From an optimization exercise on the open Yosys and OpenROAD flow, aimed at small area; shortcuts taken in it are not production practice. Function was checked by simulation only, so behaviour that the tests miss may differ from the original. The clock port is modelled as an ideal driver, which makes a skipped or thinned clock tree look cheaper than it is; a real chip needs a root buffer or a tree. No activity file was given, so power comes from the tool's default toggle rates.

run G:
// Soft_Processor
module Soft_Processor(
    output [7:0] LED,
    output [6:0] SEGMENT,
    output reg CTRL,
    input [7:0] SWITCH,
    input [2:0] BUTTON,
    input SYSCLK,
    input RST
);
Size in the first run: roughly 300 cells after synthesis, about 29 I/O pins, about 3600 sq um of cells after synthesis.
Settings: LEC_CHECK=0, CAP_MARGIN=0, CORE_MARGIN=2, CORE_UTILIZATION=65, GPL_TIMING_DRIVEN=0, SLEW_MARGIN=0, SYNTH_HIERARCHICAL=1, SYNTH_MINIMUM_KEEP_SIZE=0; clock period 10.0 ns.
standard.sh (not shown) runs the stock make flow with config.mk's settings and CLKGATE_MAP_FILE= SYNTH_SCRIPT=/design/flow/synth_recipe.tcl, a recipe that flattens the netlist after the stock synthesis.
==> flow/flow/run.sh <==
#!/bin/bash
# Own layout flow: the standard flow (standard.sh), except
#  - port buffers use a small buffer cell;
#  - the clock is buffered by flow/manual_cts.tcl (a few clock buffers driven
#    straight from the clock port, each driving a compact group of flip-flops)
#    instead of TritonCTS.
# Settings are in flow/params.sh. Each tool's output goes to a log file here.
set -euo pipefail
W=$(pwd)
F=$W/flow
source "$F/params.sh"

# synthesis script: ORFS synth.tcl with its abc call replaced by flow/permod_abc.tcl
sed "s|^  log_cmd abc {\*}\$abc_args|  source $F/permod_abc.tcl|" \
    "$FLOW_HOME/scripts/synth.tcl" > "$W/orfs_synth_area.tcl"
grep -q 'permod_abc' "$W/orfs_synth_area.tcl"
sed "s|source \$::env(SCRIPTS_DIR)/synth.tcl|set ::env(ADDER_MAP_FILE) {}; source $W/orfs_synth_area.tcl|" \
    "$W/synth_recipe.tcl" > "$W/area_synth.tcl"
grep -q orfs_synth_area "$W/area_synth.tcl"
sed -e "s|$W/synth_recipe.tcl|$W/area_synth.tcl|g" "$W/standard.sh" > "$W/area_synth.sh"
grep -q "area_synth.tcl.*SYNTH_HIERARCHICAL=1" "$W/area_synth.sh"

# several synthesis runs in parallel, each trying other deepsyn seeds; keep the smallest
best=""; best_area=""
for k in $RUNS; do
  sed "s|WORK_HOME=$W/orfs |WORK_HOME=$W/syn_$k |" "$W/area_synth.sh" > "$W/area_synth_$k.sh"
  grep -q "WORK_HOME=$W/syn_$k " "$W/area_synth_$k.sh"
  (PERMOD_PARAMS="$F/permod_params.tcl" PERMOD_DIR="$W/permod_$k" PERMOD_SEED_BASE=$((k * 10)) \
    bash "$W/area_synth_$k.sh" synth > "$W/synth_$k.log" 2>&1 || true) &
done
wait
for k in $RUNS; do
  st="$W/syn_$k/reports/sky130hd/Soft_Processor/base/synth_stat.txt"
  [[ -f "$W/syn_$k/results/sky130hd/Soft_Processor/base/1_synth.odb" && -f "$st" ]] || continue
  a=$(awk '/Chip area for top module/ {print $NF}' "$st" | tail -1)
  echo "run $k: synthesis area $a" | tee -a "$W/synth_choice.log"
  if [[ -z "$best" ]] || awk -v a="$a" -v b="$best_area" 'BEGIN {exit !(a < b)}'; then best=$k; best_area=$a; fi
done
[[ -n "$best" ]]
echo "kept run $best ($best_area)" | tee -a "$W/synth_choice.log"
mv "$W/syn_$best" "$W/orfs"

export BUFFER_PORTS_ARGS="-buffer_cell $PORT_BUF"
export MCTS_LIB="$F/manual_cts_lib.tcl" MCTS_BUFS MCTS_CAPS
export PRE_CTS_TCL="$F/manual_cts.tcl"
bash "$W/standard.sh" finish > "$W/layout.log" 2>&1
==> flow/flow/params.sh <==
# layout choices read by run.sh
PORT_BUF="sky130_fd_sc_hd__buf_1"
# clock buffers, one per group of clock pins, with each group's relative size
MCTS_BUFS="sky130_fd_sc_hd__clkbuf_16 sky130_fd_sc_hd__clkbuf_8 sky130_fd_sc_hd__clkbuf_16 sky130_fd_sc_hd__clkbuf_8"
MCTS_CAPS="1.6 1 1.6 1"
RUNS="1 2 3 4"
Other scripts of this flow, unchanged in this note and not shown: flow/flow/manual_cts.tcl, flow/flow/manual_cts_lib.tcl, flow/flow/permod_abc.tcl, flow/flow/permod_params.tcl
Changes in run C relative to run G:
-- flow/flow/params.sh --
<<< run G, line 5
MCTS_CAPS="1.6 1 1.6 1"
RUNS="1 2 3 4"
>>> run C, line 5
MCTS_CAPS="1.6 1 1.6 1"
RUNS="5 6 7 8"
Run C vs. run G: power density normalized to cell area went down about 2.2%; clock power share went up 0.7 points.
Any difference in endpoint required time on the critical path between run G and run C is small enough to ignore.
Compared with run G, run C shows a cell depth of the worst flop-to-flop path that is 1 lower.
In terms of clock power, run G and run C differ only marginally.
The share of the clock period used by the worst path after layout of run C falls short of that of run G by 1.8 points.
Run C ended with every stage complete and zero timing, DRC or antenna violations.
No run of this note takes its clock network from TritonCTS; it comes from the design's own scripts or RTL.

The RTL this note starts from:
==> flow/design.v <==
`timescale 1ns / 1ps
module Soft_Processor(
    output [7:0] LED,
    output [6:0] SEGMENT,
    output reg CTRL,
    input [7:0] SWITCH,
    input [2:0] BUTTON,
    input SYSCLK,
    input RST
);
    reg [2:0] cnt;
    wire tick = cnt[2] & ~cnt[1];
    always @(posedge SYSCLK) begin
        if (RST) cnt <= 3'b000;
        else     cnt <= {cnt[1:0], ~cnt[2]};
    end
    always @(posedge SYSCLK) begin
        if (RST) CTRL <= 1'b0;
        else if (tick) CTRL <= ~CTRL;
    end
    reg [2:0] q0, q1, db;
    always @(posedge SYSCLK) begin
        if (RST) q0 <= 3'b000;
        else if (tick) q0 <= BUTTON;
    end
    always @(posedge SYSCLK) begin
        if (tick) q1 <= q0;
    end
    always @(posedge SYSCLK) begin
        if (RST) db <= 3'b000;
        else if (tick) db <= q0 & ~q1;
    end
    wire step_edge = tick & q0[0] & ~q1[0] & ~db[0];
    wire ra_next   = tick ? (q0[1] & ~q1[1]) : db[1];
    wire pa_next   = tick ? (q0[2] & ~q1[2]) : db[2];
    reg [3:0] ACC;
    reg [3:0] PC;
    reg carry;
    reg [3:0] R [0:15];
    wire use_rom = (SWITCH[7:4] == 4'h0);
    wire pc_lo = (PC[3:2] == 2'b00);
    reg [3:0] rom_op;
    always @(*) begin
        case (PC[1:0])
            2'd0: rom_op = 4'h1;
            2'd1: rom_op = 4'h8;
            2'd2: rom_op = 4'h2;
            default: rom_op = 4'hB;
        endcase
        if (!pc_lo) rom_op = 4'hF;
    end
    wire [3:0] rom_arg = pc_lo ? {3'b000, (PC[1:0] == 2'd1)} : 4'hF;
    wire [3:0] opcode  = use_rom ? rom_op  : SWITCH[7:4];
    wire [3:0] operand = use_rom ? rom_arg : SWITCH[3:0];
    wire [3:0] raddr = use_rom ? 4'h0 : SWITCH[3:0];
    wire [3:0] rval = R[raddr];
    wire use_reg = (opcode == 4'h1) | (opcode == 4'h3) | (opcode == 4'h4) |
                   (opcode == 4'h5) | (opcode == 4'h6);
    wire [3:0] b = use_reg ? rval : operand;
    wire is_sub = (opcode == 4'h4) | (opcode == 4'h9);
    wire [4:0] sum = {1'b0, ACC} + {1'b0, b ^ {4{is_sub}}} + {4'b0, is_sub};
    wire cout = sum[4] ^ is_sub;
    reg [3:0] alu;
    always @(*) begin
        case (opcode)
            4'h3, 4'h4, 4'h8, 4'h9: alu = sum[3:0];
            4'h5: alu = ACC & b;
            4'h6: alu = ACC | b;
            default: alu = b;  
        endcase
    end
    wire acc_wr   = (opcode == 4'h1) | (opcode == 4'h3) | (opcode == 4'h4) |
                    (opcode == 4'h5) | (opcode == 4'h6) | (opcode == 4'h7) |
                    (opcode == 4'h8) | (opcode == 4'h9);
    wire carry_wr = (opcode == 4'h3) | (opcode == 4'h4) | (opcode == 4'h8) | (opcode == 4'h9);
    wire acc_zero = (ACC == 4'h0);
    wire taken = (opcode == 4'hA) | ((opcode == 4'hB) & ~acc_zero) |
                 ((opcode == 4'hC) & acc_zero) | ((opcode == 4'hD) & ~carry) |
                 ((opcode == 4'hE) & carry);
    wire halt = (opcode == 4'hF);
    wire clr_all = RST | ra_next;
    wire clr_pa  = clr_all | pa_next;
    wire exec    = step_edge & ~pa_next;    
    always @(posedge SYSCLK) begin
        if (clr_pa) ACC <= 4'h0;
        else if (exec & acc_wr) ACC <= alu;
    end
    always @(posedge SYSCLK) begin
        if (clr_pa) PC <= 4'h0;
        else if (exec & ~halt) PC <= taken ? operand : PC + 4'h1;
    end
    always @(posedge SYSCLK) begin
        if (clr_all) carry <= 1'b0;
        else if (exec & carry_wr) carry <= cout;
    end
    wire [3:0] wdata = ACC & {4{~clr_all}};
    wire wr = exec & (opcode == 4'h2);
    genvar g;
    generate
        for (g = 0; g < 16; g = g + 1) begin : regs
            always @(posedge SYSCLK) begin
                if (clr_all | (wr & (raddr == g))) R[g] <= wdata;
            end
        end
    endgenerate
    wire [3:0] dval = CTRL ? raddr : rval;
    reg [6:0] seg;
    always @(*) begin
        case (dval)
            4'h0: seg = 7'h7E;
            4'h1: seg = 7'h30;
            4'h2: seg = 7'h6D;
            4'h3: seg = 7'h79;
            4'h4: seg = 7'h33;
            4'h5: seg = 7'h5B;
            4'h6: seg = 7'h5F;
            4'h7: seg = 7'h70;
            4'h8: seg = 7'h7F;
            4'h9: seg = 7'h73;
            4'hA: seg = 7'h77;
            4'hB: seg = 7'h1F;
            4'hC: seg = 7'h0D;
            4'hD: seg = 7'h3D;
            4'hE: seg = 7'h4F;
            default: seg = 7'h47;
        endcase
    end
    assign SEGMENT = seg;
    assign LED = {PC, ACC};
endmodule
Settings: LEC_CHECK=0, CAP_MARGIN=20, CORE_MARGIN=2, CORE_UTILIZATION=40, SLEW_MARGIN=20; clock period 10.0 ns.
==> flow/flow/run.sh <==
#!/bin/bash
# Own layout flow: the standard flow, except
#  - synthesis maps logic with an area-oriented ABC script (flow/area.abc);
#    everything else in synthesis (registers included) is the standard synthesis;
#  - port buffers use the smallest buffer cell;
#  - clock tree built from small clock buffers, without dummy loads.
set -euo pipefail
W=$(pwd)
F=$W/flow

# synthesis script: ORFS synth.tcl with only the abc script replaced
sed "s|^  log_cmd abc {\*}\$abc_args|  log_cmd abc {*}[lreplace \$abc_args 1 1 $F/area.abc]|" \
    "$FLOW_HOME/scripts/synth.tcl" > "$W/orfs_synth_area.tcl"
grep -q "$F/area.abc" "$W/orfs_synth_area.tcl"
sed "s|source \$::env(SCRIPTS_DIR)/synth.tcl|source $W/orfs_synth_area.tcl|" \
    "$W/synth_recipe.tcl" > "$W/area_synth.tcl"
grep -q orfs_synth_area "$W/area_synth.tcl"
sed "s|$W/synth_recipe.tcl|$W/area_synth.tcl|g" "$W/standard.sh" > "$W/area_synth.sh"
grep -q area_synth.tcl "$W/area_synth.sh"

bash "$W/area_synth.sh" synth > "$W/synth.log" 2>&1

export BUFFER_PORTS_ARGS="-buffer_cell sky130_fd_sc_hd__buf_1"
export CTS_ARGS="-sink_clustering_enable -repair_clock_nets -dont_use_dummy_load -buf_list ${CTS_BUFS:-sky130_fd_sc_hd__clkbuf_8} -sink_clustering_size ${CTS_SIZE:-30}"
bash "$W/standard.sh" finish > "$W/layout.log" 2>&1
==> flow/flow/area.abc <==
strash
&get -n
&st
&dch
&nf -R 1000
&put
topo
stime -c
Change:
==> flow/run.sh (new file) <==
#!/bin/bash
# synth_recipe.tcl (not shown) runs the flow's synth.tcl, then flattens the netlist and writes it again
# the make line also repeats each setting of config.mk as NAME=value (left out here)
make -C /OpenROAD-flow-scripts/flow DESIGN_CONFIG=/design/flow/config.mk WORK_HOME=/design/flow/orfs CLKGATE_MAP_FILE= SYNTH_SCRIPT=/design/flow/synth_recipe.tcl finish
Settings changed: ABC_AREA from default to 1.
removed: flow/flow/run.sh
removed: flow/flow/area.abc
removed: flow/standard.sh
Global-route usage hardly moves.
Synthesized area came out higher by 13%.
Design area climbs by about 20%.
Non-clock buffer count is higher by 2.
Critical path depth does not change.
Die area climbs by 12%.
Total power grows by 25%.
Flip-flop and latch count stays the same.
Clock skew fell by 0.022 ns.
Count of clock-buffer cells in the layout does not change.
Change:
==> flow/flow/run.sh (new file) <==
#!/bin/bash
# Own layout flow: the standard flow, except
#  - synthesis maps logic with an area-oriented ABC script (flow/area.abc)
#    and leaves adders to ABC (no full/half-adder cell extraction);
#    everything else in synthesis (registers included) is the standard synthesis;
#  - port buffers use the smallest buffer cell;
#  - clock tree built from small clock buffers, without dummy loads.
set -euo pipefail
W=$(pwd)
F=$W/flow

# synthesis script: ORFS synth.tcl with only the abc script replaced
sed "s|^  log_cmd abc {\*}\$abc_args|  log_cmd abc {*}[lreplace \$abc_args 1 1 $F/area.abc]|" \
    "$FLOW_HOME/scripts/synth.tcl" > "$W/orfs_synth_area.tcl"
grep -q "$F/area.abc" "$W/orfs_synth_area.tcl"
sed "s|source \$::env(SCRIPTS_DIR)/synth.tcl|set ::env(ADDER_MAP_FILE) {}; source $W/orfs_synth_area.tcl|" \
    "$W/synth_recipe.tcl" > "$W/area_synth.tcl"
grep -q orfs_synth_area "$W/area_synth.tcl"
sed "s|$W/synth_recipe.tcl|$W/area_synth.tcl|g" "$W/standard.sh" > "$W/area_synth.sh"
grep -q area_synth.tcl "$W/area_synth.sh"

bash "$W/area_synth.sh" synth > "$W/synth.log" 2>&1

export BUFFER_PORTS_ARGS="-buffer_cell sky130_fd_sc_hd__buf_1"
export CTS_ARGS="-sink_clustering_enable -repair_clock_nets -dont_use_dummy_load -buf_list ${CTS_BUFS:-sky130_fd_sc_hd__clkbuf_8} -sink_clustering_size ${CTS_SIZE:-30}"
bash "$W/standard.sh" finish > "$W/layout.log" 2>&1
==> flow/flow/area.abc (new file) <==
strash
&get -n
&st
&dch
&nf -R 1000
&put
topo
stime -c
==> flow/standard.sh (new file) <==
#!/bin/bash
# synth_recipe.tcl (not shown) runs the flow's synth.tcl, then flattens the netlist and writes it again
# the make line also repeats each setting of config.mk as NAME=value (left out here)
make -C /OpenROAD-flow-scripts/flow DESIGN_CONFIG=/design/flow/config.mk WORK_HOME=/design/flow/orfs CLKGATE_MAP_FILE= SYNTH_SCRIPT=/design/flow/synth_recipe.tcl "${@:-finish}"
Settings changed: ABC_AREA 1 to default.
removed: flow/run.sh
Outcome: The new run finished clean. Area after synthesis is lower by 14%. Hold slack gains 0.011 ns. Total power is lower by 21%. Worst setup slack improves by 0.075 ns. Design area came out lower by 19%. Synthesized cell count drops by 28%. Non-clock buffer count goes down by 2. Routed wire length goes down by 14%. Die area shrinks by 14%. Clock skew climbs by 0.011 ns.

## the previous run
Another version of the RTL of Soft_Processor (not shown whole).
For scale: roughly 300 cells after synthesis, about 29 I/O pins.
clock: 10.0 ns
lec_check: 0
cap_margin: 0
core_margin: 2
core_utilization: 65
gpl_timing_driven: 0
slew_margin: 0
synth_hierarchical: 1
synth_minimum_keep_size: 0
==> flow/flow/run.sh <==
#!/bin/bash
# Own layout flow: the standard flow (standard.sh), except
#  - port buffers use a small buffer cell;
#  - the clock is buffered by flow/manual_cts.tcl (a few clock buffers driven
#    straight from the clock port, each driving a compact group of flip-flops)
#    instead of TritonCTS.
# Settings are in flow/params.sh. Each tool's output goes to a log file here.
set -euo pipefail
W=$(pwd)
F=$W/flow
source "$F/params.sh"

# synthesis script: ORFS synth.tcl with its abc call replaced by flow/permod_abc.tcl
sed "s|^  log_cmd abc {\*}\$abc_args|  source $F/permod_abc.tcl|" \
    "$FLOW_HOME/scripts/synth.tcl" > "$W/orfs_synth_area.tcl"
grep -q 'permod_abc' "$W/orfs_synth_area.tcl"
sed "s|source \$::env(SCRIPTS_DIR)/synth.tcl|set ::env(ADDER_MAP_FILE) {}; source $W/orfs_synth_area.tcl|" \
    "$W/synth_recipe.tcl" > "$W/area_synth.tcl"
grep -q orfs_synth_area "$W/area_synth.tcl"
sed -e "s|$W/synth_recipe.tcl|$W/area_synth.tcl|g" "$W/standard.sh" > "$W/area_synth.sh"
grep -q "area_synth.tcl.*SYNTH_HIERARCHICAL=1" "$W/area_synth.sh"

# several synthesis runs in parallel, each trying other deepsyn seeds; keep the smallest
best=""; best_area=""
for k in $RUNS; do
  sed "s|WORK_HOME=$W/orfs |WORK_HOME=$W/syn_$k |" "$W/area_synth.sh" > "$W/area_synth_$k.sh"
  grep -q "WORK_HOME=$W/syn_$k " "$W/area_synth_$k.sh"
  (PERMOD_PARAMS="$F/permod_params.tcl" PERMOD_DIR="$W/permod_$k" PERMOD_SEED_BASE=$((k * 10)) \
    bash "$W/area_synth_$k.sh" synth > "$W/synth_$k.log" 2>&1 || true) &
done
wait
for k in $RUNS; do
  st="$W/syn_$k/reports/sky130hd/Soft_Processor/base/synth_stat.txt"
  [[ -f "$W/syn_$k/results/sky130hd/Soft_Processor/base/1_synth.odb" && -f "$st" ]] || continue
  a=$(awk '/Chip area for top module/ {print $NF}' "$st" | tail -1)
  echo "run $k: synthesis area $a" | tee -a "$W/synth_choice.log"
  if [[ -z "$best" ]] || awk -v a="$a" -v b="$best_area" 'BEGIN {exit !(a < b)}'; then best=$k; best_area=$a; fi
done
[[ -n "$best" ]]
echo "kept run $best ($best_area)" | tee -a "$W/synth_choice.log"
mv "$W/syn_$best" "$W/orfs"

export BUFFER_PORTS_ARGS="-buffer_cell $PORT_BUF"
export MCTS_LIB="$F/manual_cts_lib.tcl" MCTS_BUFS MCTS_CAPS
export PRE_CTS_TCL="$F/manual_cts.tcl"
bash "$W/standard.sh" finish > "$W/layout.log" 2>&1
==> flow/flow/params.sh <==
# layout choices read by run.sh
PORT_BUF="sky130_fd_sc_hd__buf_1"
# clock buffers, one per group of clock pins, with each group's relative size
MCTS_BUFS="sky130_fd_sc_hd__clkbuf_16 sky130_fd_sc_hd__clkbuf_8 sky130_fd_sc_hd__clkbuf_8 sky130_fd_sc_hd__clkbuf_8"
MCTS_CAPS="1.6 1 1 1"
RUNS="4 5 6"
==> flow/flow/permod_abc.tcl <==
# Replaces the single abc call of ORFS synth.tcl (sourced in its place, so $abc_args and
# $lib_args are ORFS's). The design is synthesized hierarchically: each module is mapped
# on its own. The gate modules (g_*) get one plain area mapping; every other module is
# mapped with each of its candidate ABC scripts in turn, keeping the smallest result.
source $::env(PERMOD_PARAMS)
set base_args [lrange $abc_args 2 end]
set sdir $::env(PERMOD_DIR)
file mkdir $sdir

proc permod_script {name body} {
  global sdir
  set f "$sdir/$name.abc"
  set fh [open $f w]; puts $fh $body; close $fh
  return $f
}
proc permod_area {m} {
  global lib_args
  set out [tee -q -s result.string stat {*}$lib_args $m]
  if {![regexp {Chip area for module '\\?[^']*': ([0-9.eE+-]+)} $out -> a]} { error "no area for $m" }
  return $a
}

log_cmd abc -script [permod_script plain $plain_script] {*}$base_args g_*
design -save permod_cur
foreach {m cands} $permod_candidates {
  set best ""; set best_area 0
  foreach c $cands {
    design -load permod_cur
    log_cmd abc -script [permod_script "${m}_[incr ::permod_n]" $c] {*}$base_args $m
    set a [permod_area $m]
    puts "PERMOD $m candidate [string map {"\n" "; "} $c] area $a"
    if {$best eq "" || $a < $best_area} { set best_area $a; set best $c; design -save permod_best }
  }
  puts "PERMOD $m kept area $best_area: [string map {"\n" "; "} $best]"
  design -load permod_best
  design -save permod_cur
}
design -load permod_cur
==> flow/flow/permod_params.tcl <==
# candidate ABC scripts per module (flow/permod_abc.tcl); PERMOD_SEED_BASE offsets the
# deepsyn seeds so that parallel synthesis runs try different ones
set plain_script "strash\n&get -n\n&st\n&dch\n&nf -R 1000\n&put"
set twice "strash\n&get -n\n&st\n&dch\n&nf -R 1000\n&put\n&get -n\n&st\n&dch\n&nf -R 1000\n&put"
set sb $::env(PERMOD_SEED_BASE)
proc ds {t s} {
  global sb
  return "strash\n&get -n\n&deepsyn -T $t -S [expr {($sb + $s) % 101}]\n&st\n&dch\n&nf -R 1000\n&put"
}
set core_c {}
for {set i 0} {$i < 7} {incr i} { lappend core_c [ds 90 $i] }
set permod_candidates [list \
  core  $core_c \
  rdmux [list $plain_script $twice [ds 45 0] [ds 45 1]] \
  segd  [list $plain_script [ds 20 0] [ds 20 1]] \
  Soft_Processor [list $plain_script [ds 20 0]] \
]
Other scripts of this flow, unchanged in this note and not shown: flow/flow/manual_cts.tcl, flow/flow/manual_cts_lib.tcl
In summary, the previous run completed successfully, with a layout that passed the timing, DRC and antenna checks.
> inputs changed (the previous run -> the current run)
diff --git a/flow/flow/run.sh b/flow/flow/run.sh
--- a/flow/flow/run.sh
+++ b/flow/flow/run.sh
@@ -21,23 +21,6 @@
 grep -q "area_synth.tcl.*SYNTH_HIERARCHICAL=1" "$W/area_synth.sh"
 
-# several synthesis runs in parallel, each trying other deepsyn seeds; keep the smallest
-best=""; best_area=""
-for k in $RUNS; do
-  sed "s|WORK_HOME=$W/orfs |WORK_HOME=$W/syn_$k |" "$W/area_synth.sh" > "$W/area_synth_$k.sh"
-  grep -q "WORK_HOME=$W/syn_$k " "$W/area_synth_$k.sh"
-  (PERMOD_PARAMS="$F/permod_params.tcl" PERMOD_DIR="$W/permod_$k" PERMOD_SEED_BASE=$((k * 10)) \
-    bash "$W/area_synth_$k.sh" synth > "$W/synth_$k.log" 2>&1 || true) &
-done
-wait
-for k in $RUNS; do
-  st="$W/syn_$k/reports/sky130hd/Soft_Processor/base/synth_stat.txt"
-  [[ -f "$W/syn_$k/results/sky130hd/Soft_Processor/base/1_synth.odb" && -f "$st" ]] || continue
-  a=$(awk '/Chip area for top module/ {print $NF}' "$st" | tail -1)
-  echo "run $k: synthesis area $a" | tee -a "$W/synth_choice.log"
-  if [[ -z "$best" ]] || awk -v a="$a" -v b="$best_area" 'BEGIN {exit !(a < b)}'; then best=$k; best_area=$a; fi
-done
-[[ -n "$best" ]]
-echo "kept run $best ($best_area)" | tee -a "$W/synth_choice.log"
-mv "$W/syn_$best" "$W/orfs"
+PERMOD_PARAMS="$F/permod_params.tcl" PERMOD_DIR="$W/permod" \
+  bash "$W/area_synth.sh" synth > "$W/synth.log" 2>&1
 
 export BUFFER_PORTS_ARGS="-buffer_cell $PORT_BUF"
==> flow/flow/params.sh <==
# layout choices read by run.sh
PORT_BUF="sky130_fd_sc_hd__buf_1"
# clock buffers, one per group of clock pins, with each group's relative size
MCTS_BUFS="sky130_fd_sc_hd__clkbuf_16 sky130_fd_sc_hd__clkbuf_8 sky130_fd_sc_hd__clkbuf_16 sky130_fd_sc_hd__clkbuf_8"
MCTS_CAPS="1.6 1 1.6 1"
==> flow/flow/permod_params.tcl <==
# candidate ABC scripts per module (flow/permod_abc.tcl)
set plain_script "strash\n&get -n\n&st\n&dch\n&nf -R 1000\n&put"
proc ds {t s} { return "strash\n&get -n\n&deepsyn -T $t -S $s\n&st\n&dch\n&nf -R 1000\n&put" }
set twice "strash\n&get -n\n&st\n&dch\n&nf -R 1000\n&put\n&get -n\n&st\n&dch\n&nf -R 1000\n&put"
set permod_candidates [list \
  core  [list [ds 120 1] [ds 120 2] [ds 120 3] [ds 120 4] [ds 120 5] [ds 120 6]] \
  rdmux [list $plain_script $twice [ds 60 1] [ds 60 2] [ds 60 3]] \
  segd  [list $plain_script [ds 30 1] [ds 30 2] [ds 30 3]] \
  Soft_Processor [list $plain_script $twice [ds 30 1] [ds 30 2]] \
]
--- outcome ---
- On post-route clock period utilization: between the previous run and the current run, it ends up lower for the current run.
- Adder-cell share of the synthesized area: the previous run and the current run compared, higher one is the current run
- Diff the current run..the previous run | final global-route overflow total | unchanged
- When the current run is set beside the previous run, its setup slack after layout turns out to be 67 ps larger.
- Summary: synthesized area, the current run worse than the previous run
- Compared with the previous run, the current run shows a higher cell count after placement.
- From the previous run to the current run the numbers moved as follows: final cell utilization of the core rose by 0.48 points, power per cell area went up 2.1%.
No run of this note takes its clock network from TritonCTS; it comes from the design's own scripts or RTL.

-- re-timing with driven ports --
Ports are ideal in the flow. The routed layouts listed here were re-timed in OpenROAD.
Step 1 (the two cells are an assumption about what drives the block):
set clk [get_ports {SYSCLK}]
set_driving_cell -lib_cell sky130_fd_sc_hd__clkbuf_16 $clk
set_driving_cell -lib_cell sky130_fd_sc_hd__buf_2 [delete_from_list [all_inputs] $clk]
Step 2 adds t to the input delays and takes it off the output delays; t is the mean of the earliest and latest rising clock arrival at the registers after step 1. Input paths then give back, and output paths get back, about the clock's delay inside the block.
Slacks: ideal / step 1 / step 2; pairs: ideal / step 1.
run	shift t [ns]	slack for setup (ns)	latest minus earliest clock arrival (ns)	worst register clock-pin slew, ns	pins driven straight from the clock port
run G	0.224	0.617 / 0.598 / 0.598	0.020 / 0.020	0.11 / 0.11	4
run C	0.224	0.798 / 0.775 / 0.775	0.021 / 0.022	0.11 / 0.11	4
the first run of note 2	0.371	1.791 / 1.769 / 1.769	0.031 / 0.030	0.09 / 0.09	1
the second run of note 2	0.365	2.220 / 2.193 / 2.193	0.008 / 0.007	0.06 / 0.06	1
the third run of note 2	0.383	2.294 / 2.274 / 2.274	0.023 / 0.023	0.08 / 0.08	1
the previous run	0.223	0.768 / 0.748 / 0.748	0.013 / 0.013	0.11 / 0.11	4
the current run	0.226	0.836 / 0.812 / 0.812	0.011 / 0.011	0.10 / 0.10	4
After both steps setup and hold are still met in every run listed. The setup slack of the second run of note 2, which loses most, moves by -0.027 ns with the drivers and by -0.027 ns with both steps.
